From an optimization exercise on the open Yosys and OpenROAD flow, aimed at a short achievable clock period and few clock cycles; shortcuts taken in it are not production practice. The RTL was checked by simulation tests, not by an equivalence proof against the original design. No activity file was given, so power comes from the tool's default toggle rates.

==> indigo: inputs <==
==> flow/design.v <==
module reg_file (
  input   wire          clk,
  input   wire [4:0]    rs1_addr,
  input   wire [4:0]    rs2_addr,
  input   wire [4:0]    rd_addr,
  input   wire          wr_en,
  input   wire [31:0]   data_in,
  output  wire [31:0]   rs1_out,
  output  wire [31:0]   rs2_out
);
  reg [31:0] regfile [1:31];
  assign rs1_out = (rs1_addr != 5'd0) ? regfile[rs1_addr] : 32'h0;
  assign rs2_out = (rs2_addr != 5'd0) ? regfile[rs2_addr] : 32'h0;
  always @(posedge clk)
    if (wr_en && rd_addr != 5'd0)
      regfile[rd_addr] <= data_in;
endmodule
module lsu (
    input   wire [1:0]    addr,
    input   wire [2:0]    f3,
    input   wire [31:0]   rdata,
    output  wire [31:0]   data
);
    wire [15:0] h = addr[1] ? rdata[31:16] : rdata[15:0];
    wire [7:0]  b = addr[0] ? h[15:8] : h[7:0];
    wire        hs = h[15] & ~f3[2];
    wire        bs = b[7] & ~f3[2];
    assign data = (f3[1:0] == 2'b00) ? {{24{bs}}, b} :
                  (f3[1:0] == 2'b01) ? {{16{hs}}, h} : rdata;
endmodule
module rv32i_core(
    input  wire        clk,
    input  wire        rst_n,
    output wire [31:0] imem_addr,
    input  wire [31:0] imem_rdata,
    output wire [31:0] dmem_addr,
    output wire [31:0] dmem_wdata,
    output wire [3:0]  dmem_wstrb,
    input  wire [31:0] dmem_rdata
);
    reg  [31:0] f_pc;
    reg         d_valid;
    reg  [31:0] d_pc, d_pc4, d_ir;
    reg         e_valid;
    reg  [31:0] e_pc4, e_a, e_b, e_sd, e_tgt;
    reg  [4:0]  e_rd;
    reg         e_wen, e_ld, e_st, e_br, e_jalr, e_link, e_pred;
    reg         e_a_fm, e_a_fw, e_b_fm, e_b_fw, e_s_fm, e_s_fw;
    reg  [2:0]  e_f3;
    reg         e_sub, e_sra;
    reg  [7:0]  e_sel;    
    reg  [31:0] m_res, m_wdata;
    reg  [3:0]  m_wstrb;
    reg  [4:0]  m_rd;
    reg         m_wen, m_ld;
    reg  [2:0]  m_f3;
    reg  [31:0] w_data;
    reg  [4:0]  w_rd;
    reg         w_wen;
    wire [6:0] op  = d_ir[6:0];
    wire [2:0] f3  = d_ir[14:12];
    wire [4:0] rs1 = d_ir[19:15];
    wire [4:0] rs2 = d_ir[24:20];
    wire [4:0] rd  = d_ir[11:7];
    wire is_lui   = op[6:2] == 5'b01101;
    wire is_auipc = op[6:2] == 5'b00101;
    wire is_jal   = op[6:2] == 5'b11011;
    wire is_jalr  = op[6:2] == 5'b11001;
    wire is_br    = op[6:2] == 5'b11000;
    wire is_ld    = op[6:2] == 5'b00000;
    wire is_st    = op[6:2] == 5'b01000;
    wire is_opi   = op[6:2] == 5'b00100;
    wire is_op    = op[6:2] == 5'b01100;
    wire use1 = is_jalr | is_br | is_ld | is_st | is_opi | is_op;
    wire use2 = is_br | is_st | is_op;
    wire wen  = (is_lui | is_auipc | is_jal | is_jalr | is_ld | is_opi | is_op) && rd != 5'd0;
    wire [31:0] imm_i = {{20{d_ir[31]}}, d_ir[31:20]};
    wire [31:0] imm_s = {{20{d_ir[31]}}, d_ir[31:25], d_ir[11:7]};
    wire [31:0] imm_b = {{19{d_ir[31]}}, d_ir[31], d_ir[7], d_ir[30:25], d_ir[11:8], 1'b0};
    wire [31:0] imm_u = {d_ir[31:12], 12'h000};
    wire [31:0] imm_j = {{11{d_ir[31]}}, d_ir[31], d_ir[19:12], d_ir[20], d_ir[30:21], 1'b0};
    wire [31:0] imm = is_st ? imm_s : (is_lui | is_auipc) ? imm_u : imm_i;
    wire [31:0] rf1, rf2;
    reg_file RF (
        .clk(clk), .rs1_addr(rs1), .rs2_addr(rs2),
        .rd_addr(w_rd), .wr_en(w_wen), .data_in(w_data),
        .rs1_out(rf1), .rs2_out(rf2));
    wire [31:0] r1 = (w_wen && w_rd == rs1) ? w_data : rf1;
    wire [31:0] r2 = (w_wen && w_rd == rs2) ? w_data : rf2;
    wire fm1 = e_valid && e_wen && e_rd == rs1;
    wire fm2 = e_valid && e_wen && e_rd == rs2;
    wire fw1 = m_wen && m_rd == rs1;
    wire fw2 = m_wen && m_rd == rs2;
    wire stall = d_valid && e_valid && e_ld && e_wen &&
                 ((use1 && e_rd == rs1) || (use2 && e_rd == rs2));
    wire [31:0] id_tgt  = d_pc + (is_jal ? imm_j : imm_b);
    wire        id_pred = is_br & d_ir[31];
    wire        id_redir = d_valid && !stall && (is_jal || id_pred);
    wire [31:0] a  = e_a_fm ? m_res : e_a_fw ? w_data : e_a;
    wire [31:0] rb = e_b_fm ? m_res : e_b_fw ? w_data : e_b;
    wire [31:0] b  = rb;
    wire [31:0] sd = e_s_fm ? m_res : e_s_fw ? w_data : e_sd;
    wire [31:0] sum = e_sub ? a - b : a + b;
    wire        ltu = a < b;
    wire        lt  = (a[31] ^ b[31]) ? a[31] : ltu;
    wire        eq  = a == b;
    wire [31:0] sll = a << b[4:0];
    wire signed [31:0] as = a;
    wire [31:0] sra = as >>> b[4:0];
    wire [31:0] srl = a >> b[4:0];
    wire [31:0] sr  = e_sra ? sra : srl;
    wire [31:0] alu = ({32{e_sel[0]}} & sum)
                    | ({32{e_sel[1]}} & sll)
                    | ({32{e_sel[2]}} & {31'h0, lt})
                    | ({32{e_sel[3]}} & {31'h0, ltu})
                    | ({32{e_sel[4]}} & (a ^ b))
                    | ({32{e_sel[5]}} & sr)
                    | ({32{e_sel[6]}} & (a | b))
                    | ({32{e_sel[7]}} & (a & b));
    wire [31:0] ex_res = e_link ? e_pc4 : alu;
    reg taken;
    always @(*) begin
        case (e_f3)
            3'b000:  taken = eq;
            3'b001:  taken = !eq;
            3'b100:  taken = lt;
            3'b101:  taken = !lt;
            3'b110:  taken = ltu;
            3'b111:  taken = !ltu;
            default: taken = 1'b0;
        endcase
    end
    wire        ex_redir = e_valid && ((e_br && (taken != e_pred)) || e_jalr);
    wire [31:0] ex_tgt   = e_jalr ? {sum[31:1], 1'b0} : taken ? e_tgt : e_pc4;
    wire [1:0] sa = sum[1:0];
    wire [3:0] st_strb = (e_f3[1:0] == 2'b00) ? (4'b0001 << sa) :
                         (e_f3[1:0] == 2'b01) ? (sa[1] ? 4'b1100 : 4'b0011) : 4'b1111;
    wire [31:0] st_data = (e_f3[1:0] == 2'b00) ? {4{sd[7:0]}} :
                          (e_f3[1:0] == 2'b01) ? {2{sd[15:0]}} : sd;
    wire [31:0] ld_data;
    lsu LSU (.addr(m_res[1:0]), .f3(m_f3), .rdata(dmem_rdata), .data(ld_data));
    assign imem_addr  = f_pc;
    assign dmem_addr  = m_res;
    assign dmem_wdata = m_wdata;
    assign dmem_wstrb = m_wstrb;
    always @(posedge clk or negedge rst_n) begin
        if (!rst_n) begin
            f_pc    <= 32'h0;
            d_valid <= 1'b0;
            e_valid <= 1'b0;
            e_wen   <= 1'b0;
            e_ld    <= 1'b0;
            m_wstrb <= 4'h0;
            m_wen   <= 1'b0;
            m_ld    <= 1'b0;
            w_wen   <= 1'b0;
        end else begin
            if (ex_redir)      f_pc <= ex_tgt;
            else if (id_redir) f_pc <= id_tgt;
            else if (!stall)   f_pc <= f_pc + 32'd4;
            if (!stall || ex_redir) begin
                d_valid <= !ex_redir && !id_redir;
            end
            e_valid <= d_valid && !stall && !ex_redir;
            e_wen   <= d_valid && !stall && !ex_redir && wen;
            e_ld    <= d_valid && !stall && !ex_redir && is_ld;
            m_wstrb <= (e_valid && e_st) ? st_strb : 4'h0;
            m_wen   <= e_valid && e_wen;
            m_ld    <= e_valid && e_ld;
            w_wen   <= m_wen;
        end
    end
    always @(posedge clk) begin
        if (!stall) begin
            d_ir  <= imem_rdata;
            d_pc  <= f_pc;
            d_pc4 <= f_pc + 32'd4;
        end
        e_pc4  <= d_pc4;
        e_a    <= (is_lui) ? 32'h0 : (is_auipc | is_jal) ? d_pc : r1;
        e_b    <= (is_op | is_br) ? r2 : imm;
        e_sd   <= r2;
        e_tgt  <= id_tgt;
        e_rd   <= rd;
        e_st   <= is_st;
        e_br   <= is_br;
        e_jalr <= is_jalr;
        e_link <= is_jal | is_jalr;
        e_pred <= id_pred;
        e_a_fm <= use1 && fm1;
        e_a_fw <= use1 && fw1;
        e_b_fm <= (is_op | is_br) && fm2;
        e_b_fw <= (is_op | is_br) && fw2;
        e_s_fm <= fm2;
        e_s_fw <= fw2;
        e_f3   <= f3;
        e_sub  <= (is_op && d_ir[30] && f3 == 3'b000);
        e_sra  <= d_ir[30];
        e_sel  <= (is_op | is_opi) ?
                      {f3 == 3'b111, f3 == 3'b110, f3 == 3'b101, f3 == 3'b100,
                       f3 == 3'b011, f3 == 3'b010, f3 == 3'b001, f3 == 3'b000} :
                      8'h01;
        m_res   <= ex_res;
        m_wdata <= st_data;
        m_rd    <= e_rd;
        m_f3    <= e_f3;
        w_data <= m_ld ? ld_data : m_res;
        w_rd   <= m_rd;
    end
endmodule
==> flow/run.sh <==
#!/bin/bash
# synth_recipe.tcl (not shown) runs the flow's synth.tcl, then flattens the netlist and writes it again
# the make line also repeats each setting of config.mk as NAME=value (left out here)
make -C /OpenROAD-flow-scripts/flow DESIGN_CONFIG=/design/flow/config.mk WORK_HOME=/design/flow/orfs CLKGATE_MAP_FILE= SYNTH_SCRIPT=/design/flow/synth_recipe.tcl finish
==> flow/config.mk <==
export PLATFORM = sky130hd
export DESIGN_NAME = rv32i_core
export DESIGN_NICKNAME = rv32i_core
export VERILOG_FILES = /design/flow/design.v
export SDC_FILE = /design/flow/constraint.sdc
export NUM_CORES = 4
export LEC_CHECK = 0
export CAP_MARGIN = 20
export CORE_MARGIN = 2
export CORE_UTILIZATION = 40
export SETUP_SLACK_MARGIN = 0.3
export SLEW_MARGIN = 20
==> flow/constraint.sdc <==
create_clock -name core_clock -period 12.0 [get_ports {clk}]
set_input_delay 2.4000 -clock core_clock [delete_from_list [all_inputs] [get_ports {clk}]]
set_output_delay 2.4000 -clock core_clock [all_outputs]
set_load 0.01 [all_outputs]
==> inputs of juniper, as changes to indigo <==
--- a/flow/design.v
+++ b/flow/design.v
@@ -1,2 +1,43 @@
+module btb (
+    input  wire        clk,
+    input  wire        rst_n,
+    input  wire [31:0] pc,
+    output wire        hit,
+    output wire [1:0]  ctr,
+    output wire [31:2] tgt,
+    input  wire        we,
+    input  wire [11:2] wpc,
+    input  wire [31:2] wtgt,
+    input  wire [1:0]  wctr
+);
+    reg         v   [0:31];
+    reg  [11:7] tag [0:31];
+    reg  [31:2] tg  [0:31];
+    reg  [1:0]  ct  [0:31];
+    wire [4:0] ri = pc[6:2];
+    wire [4:0] wi = wpc[6:2];
+    wire [31:0] match;
+    genvar gi;
+    generate
+        for (gi = 0; gi < 32; gi = gi + 1) begin : m
+            assign match[gi] = v[gi] && tag[gi] == pc[11:7];
+        end
+    endgenerate
+    assign hit = match[ri] && pc[31:12] == 20'h0;
+    assign ctr = ct[ri];
+    assign tgt = tg[ri];
+    integer i;
+    always @(posedge clk or negedge rst_n)
+        if (!rst_n)
+            for (i = 0; i < 32; i = i + 1) v[i] <= 1'b0;
+        else if (we)
+            v[wi] <= 1'b1;
+    always @(posedge clk)
+        if (we) begin
+            tag[wi] <= wpc[11:7];
+            tg[wi]  <= wtgt;
+            ct[wi]  <= wctr;
+        end
+endmodule
 module reg_file (
   input   wire          clk,
@@ -40,10 +81,17 @@
 );
     reg  [31:0] f_pc;
+    reg  [31:0] f_out;     
     reg         d_valid;
     reg  [31:0] d_pc, d_pc4, d_ir;
+    reg         d_bhit, d_bpred;
+    reg  [1:0]  d_bctr;
+    reg  [31:2] d_ptgt;
     reg         e_valid;
-    reg  [31:0] e_pc4, e_a, e_b, e_sd, e_tgt;
+    reg  [31:0] e_pc, e_pc4, e_a, e_b, e_sd, e_alt;
+    reg  [31:2] e_tgt, e_ptgt;
     reg  [4:0]  e_rd;
-    reg         e_wen, e_ld, e_st, e_br, e_jalr, e_link, e_pred;
+    reg         e_wen, e_ld, e_st, e_br, e_jal, e_jalr, e_link, e_pred, e_bad;
+    reg         e_bhit, e_bpred;
+    reg  [1:0]  e_bctr;
     reg         e_a_fm, e_a_fw, e_b_fm, e_b_fw, e_s_fm, e_s_fw;
     reg  [2:0]  e_f3;
@@ -51,4 +99,5 @@
     reg  [7:0]  e_sel;    
     reg  [31:0] m_res, m_wdata;
+    reg  [31:0] m_addr;    
     reg  [3:0]  m_wstrb;
     reg  [4:0]  m_rd;
@@ -58,4 +107,17 @@
     reg  [4:0]  w_rd;
     reg         w_wen;
+    wire        b_hit;
+    wire [1:0]  b_ctr;
+    wire [31:2] b_tgt;
+    reg         b_we;
+    reg  [31:2] b_wtgt;
+    reg  [1:0]  b_wctr;
+    reg  [11:2] b_wpc;
+    btb BTB (
+        .clk(clk), .rst_n(rst_n),
+        .pc(f_pc), .hit(b_hit), .ctr(b_ctr), .tgt(b_tgt),
+        .we(b_we), .wpc(b_wpc), .wtgt(b_wtgt), .wctr(b_wctr));
+    wire        b_pred = b_hit & b_ctr[1];
+    wire [31:0] f_pc4  = f_pc + 32'd4;
     wire [6:0] op  = d_ir[6:0];
     wire [2:0] f3  = d_ir[14:12];
@@ -94,10 +156,10 @@
     wire stall = d_valid && e_valid && e_ld && e_wen &&
                  ((use1 && e_rd == rs1) || (use2 && e_rd == rs2));
-    wire [31:0] id_tgt  = d_pc + (is_jal ? imm_j : imm_b);
-    wire        id_pred = is_br & d_ir[31];
-    wire        id_redir = d_valid && !stall && (is_jal || id_pred);
+    wire        id_static = is_br & ~d_bhit & d_ir[31];
+    wire        id_pred   = d_bpred | id_static | is_jal;
+    wire [31:0] id_tgt    = d_pc + (is_jal ? imm_j : imm_b);
+    wire        id_redir  = d_valid && !stall && ((is_jal & ~d_bpred) | id_static);
     wire [31:0] a  = e_a_fm ? m_res : e_a_fw ? w_data : e_a;
-    wire [31:0] rb = e_b_fm ? m_res : e_b_fw ? w_data : e_b;
-    wire [31:0] b  = rb;
+    wire [31:0] b  = e_b_fm ? m_res : e_b_fw ? w_data : e_b;
     wire [31:0] sd = e_s_fm ? m_res : e_s_fw ? w_data : e_sd;
     wire [31:0] sum = e_sub ? a - b : a + b;
@@ -131,6 +193,18 @@
         endcase
     end
-    wire        ex_redir = e_valid && ((e_br && (taken != e_pred)) || e_jalr);
-    wire [31:0] ex_tgt   = e_jalr ? {sum[31:1], 1'b0} : taken ? e_tgt : e_pc4;
+    wire [31:2] jc;
+    wire [1:0]  lo = {1'b0, a[1]} + {1'b0, b[1]} + {1'b0, a[0] & b[0]};
+    assign jc[2] = lo[1];
+    genvar gi;
+    generate
+        for (gi = 3; gi < 32; gi = gi + 1) begin : jcarry
+            assign jc[gi] = (a[gi-1] & b[gi-1]) | ((a[gi-1] | b[gi-1]) & ~e_ptgt[gi-1]);
+        end
+    endgenerate
+    wire jalr_ok = e_bpred && ((a[31:2] ^ b[31:2] ^ e_ptgt[31:2]) == jc[31:2]) && !lo[0];
+    wire        ex_redir = e_valid && ((e_br && (taken ^ e_pred)) || (e_jalr && !jalr_ok) || e_bad);
+    wire [31:0] ex_tgt   = e_jalr ? {sum[31:1], 1'b0} : e_alt;
+    wire [1:0] ctr_up = (e_bctr == 2'b11) ? 2'b11 : e_bctr + 2'b01;
+    wire [1:0] ctr_dn = (e_bctr == 2'b00) ? 2'b00 : e_bctr - 2'b01;
     wire [1:0] sa = sum[1:0];
     wire [3:0] st_strb = (e_f3[1:0] == 2'b00) ? (4'b0001 << sa) :
@@ -138,8 +212,11 @@
     wire [31:0] st_data = (e_f3[1:0] == 2'b00) ? {4{sd[7:0]}} :
                           (e_f3[1:0] == 2'b01) ? {2{sd[15:0]}} : sd;
+    wire [31:0] f_base = ex_redir ? ex_tgt : id_redir ? id_tgt : stall ? f_pc : f_pc4;
+    wire        f_btb  = b_pred && !ex_redir && !id_redir && !stall;
+    wire [31:0] f_next = f_btb ? {b_tgt, 2'b00} : f_base;
     wire [31:0] ld_data;
     lsu LSU (.addr(m_res[1:0]), .f3(m_f3), .rdata(dmem_rdata), .data(ld_data));
-    assign imem_addr  = f_pc;
-    assign dmem_addr  = m_res;
+    assign imem_addr  = f_out;
+    assign dmem_addr  = m_addr;
     assign dmem_wdata = m_wdata;
     assign dmem_wstrb = m_wstrb;
@@ -149,43 +226,56 @@
             d_valid <= 1'b0;
             e_valid <= 1'b0;
-            e_wen   <= 1'b0;
-            e_ld    <= 1'b0;
             m_wstrb <= 4'h0;
             m_wen   <= 1'b0;
             m_ld    <= 1'b0;
             w_wen   <= 1'b0;
+            b_we    <= 1'b0;
         end else begin
-            if (ex_redir)      f_pc <= ex_tgt;
-            else if (id_redir) f_pc <= id_tgt;
-            else if (!stall)   f_pc <= f_pc + 32'd4;
-            if (!stall || ex_redir) begin
-                d_valid <= !ex_redir && !id_redir;
-            end
+            f_pc <= f_next;
+            if (ex_redir || id_redir) d_valid <= 1'b0;
+            else if (!stall)          d_valid <= 1'b1;
             e_valid <= d_valid && !stall && !ex_redir;
-            e_wen   <= d_valid && !stall && !ex_redir && wen;
-            e_ld    <= d_valid && !stall && !ex_redir && is_ld;
             m_wstrb <= (e_valid && e_st) ? st_strb : 4'h0;
             m_wen   <= e_valid && e_wen;
             m_ld    <= e_valid && e_ld;
+            b_we    <= e_valid && (e_jal || e_jalr || (e_br && (taken || e_bhit)));
             w_wen   <= m_wen;
         end
+    end
+    always @(posedge clk) begin
+        if (!rst_n) f_out <= 32'h0;
+        else        f_out <= f_next;
     end
     always @(posedge clk) begin
         if (!stall) begin
-            d_ir  <= imem_rdata;
-            d_pc  <= f_pc;
-            d_pc4 <= f_pc + 32'd4;
-        end
+            d_ir    <= imem_rdata;
+            d_pc    <= f_pc;
+            d_pc4   <= f_pc4;
+            d_bhit  <= b_hit;
+            d_bpred <= b_pred;
+            d_bctr  <= b_ctr;
+            d_ptgt  <= b_tgt;
+        end
+        e_pc   <= d_pc;
         e_pc4  <= d_pc4;
         e_a    <= (is_lui) ? 32'h0 : (is_auipc | is_jal) ? d_pc : r1;
         e_b    <= (is_op | is_br) ? r2 : imm;
         e_sd   <= r2;
-        e_tgt  <= id_tgt;
+        e_tgt  <= id_tgt[31:2];
+        e_alt  <= id_pred ? d_pc4 : id_tgt;
+        e_ptgt <= d_ptgt;
         e_rd   <= rd;
+        e_wen  <= wen;
+        e_ld   <= is_ld;
         e_st   <= is_st;
         e_br   <= is_br;
+        e_jal  <= is_jal;
         e_jalr <= is_jalr;
         e_link <= is_jal | is_jalr;
         e_pred <= id_pred;
+        e_bad  <= d_bpred & ~(is_jal | is_br | is_jalr);
+        e_bhit <= d_bhit;
+        e_bpred <= d_bpred;
+        e_bctr <= d_bctr;
         e_a_fm <= use1 && fm1;
         e_a_fw <= use1 && fw1;
@@ -201,5 +291,9 @@
                        f3 == 3'b011, f3 == 3'b010, f3 == 3'b001, f3 == 3'b000} :
                       8'h01;
+        b_wpc   <= e_pc[11:2];
+        b_wtgt  <= e_jalr ? sum[31:2] : e_tgt;
+        b_wctr  <= !e_br ? 2'b11 : !e_bhit ? 2'b10 : taken ? ctr_up : ctr_dn;
         m_res   <= ex_res;
+        m_addr  <= sum;
         m_wdata <= st_data;
         m_rd    <= e_rd;
==> flow/flow/run.sh (new file) <==
#!/bin/bash
set -uo pipefail
SETUP_MARGIN=7.6
bash standard.sh synth > synth.log 2>&1 || { tail -40 synth.log; exit 1; }
bash standard.sh SETUP_SLACK_MARGIN=$SETUP_MARGIN \
    "BUFFER_PORTS_ARGS=-buffer_cell sky130_fd_sc_hd__buf_4" \
    finish > layout.log 2>&1 || { tail -40 layout.log; exit 1; }
==> flow/standard.sh (new file) <==
#!/bin/bash
# synth_recipe.tcl (not shown) runs the flow's synth.tcl, then flattens the netlist and writes it again
# the make line also repeats each setting of config.mk as NAME=value (left out here)
make -C /OpenROAD-flow-scripts/flow DESIGN_CONFIG=/design/flow/config.mk WORK_HOME=/design/flow/orfs CLKGATE_MAP_FILE= SYNTH_SCRIPT=/design/flow/synth_recipe.tcl "${@:-finish}"
removed: flow/run.sh
==> comparison table <==
                                                                                         juniper                   indigo
Fill cell total of the finished layout                                                    27,700                   16,200
Endpoint arrival time on the critical path                                               5.58 ns                  7.36 ns
Final weighted congestion in routability-driven placement                                  0.985                     1.03
Final Cycle Share                                                                          39.8%                    55.4%
Final Skew                                                                             0.0775 ns                0.0590 ns
Minimum period implied by the final worst setup slack                                    4.78 ns                  6.65 ns
Global routing met3 resource utilization                                                   4.65%                    4.82%
Library cell contributing the largest single delay on the critical path                    or4_4                  dfxtp_2
Clock net sink count                                                                       2,868                    1,434
Worst slack on hold paths                                                               0.329 ns                 0.320 ns
Final design area excluding fillers                                                 150,000 um^2              83,400 um^2
Synth Area in Adders                                                                       1.75%                    2.26%
Initial antenna violation count                                                               33                       10
Beginning of the worst register-to-register path                                  e_a_fw$_DFF_P_           e_b_fw$_DFF_P_
Combined flip-flop and latch cell area                                               81,000 um^2              39,800 um^2
Dpl cells                                                                                 12,700                    7,739
Total area of multi-input combinational cells                                        47,100 um^2              31,800 um^2
Result of the run                                                        complete, no violations  complete, no violations
Portion of total power attributed to combinational logic                                   27.6%                    24.5%
Placement row count                                                                          208                      157
Switching portion of total power                                                           34.3%                    33.2%
Testbench counts of indigo, summed over its fixed seeds: cycles 77,705.
Testbench counts of juniper, summed over its fixed seeds: cycles 69,728.

-- port drivers added, routing unchanged --
No port has a modelled driver above. Below, the same layouts with a new extraction and two added sets of constraints.
Step 1, drivers: a clkbuf_16 drives clk and a buf_2 each remaining input, both assumed.
Step 2 also shifts input and output timing later by t, the mid clock arrival at the registers, as if the neighbouring blocks saw the same clock.
a / b / c = ideal / step 1 / step 2; a / b = the first two.
| run | shift t [ns] | slack for setup (ns) | worst hold slack (ns) | worst setup path after step 2 | pins driven straight from the clock port |
|---|---|---|---|---|---|
| indigo | 0.881 | 5.350 / 5.350 / 5.350 | 0.320 / 0.320 / 0.320 | register to register | 1 |
| juniper | 0.995 | 7.221 / 7.221 / 6.951 | 0.329 / 0.329 / 0.329 | input to register | 1 |
After both steps every run listed still meets setup and hold. For juniper, which loses most, drivers alone change the setup slack by 0.000 ns; drivers and shift together by -0.270 ns.
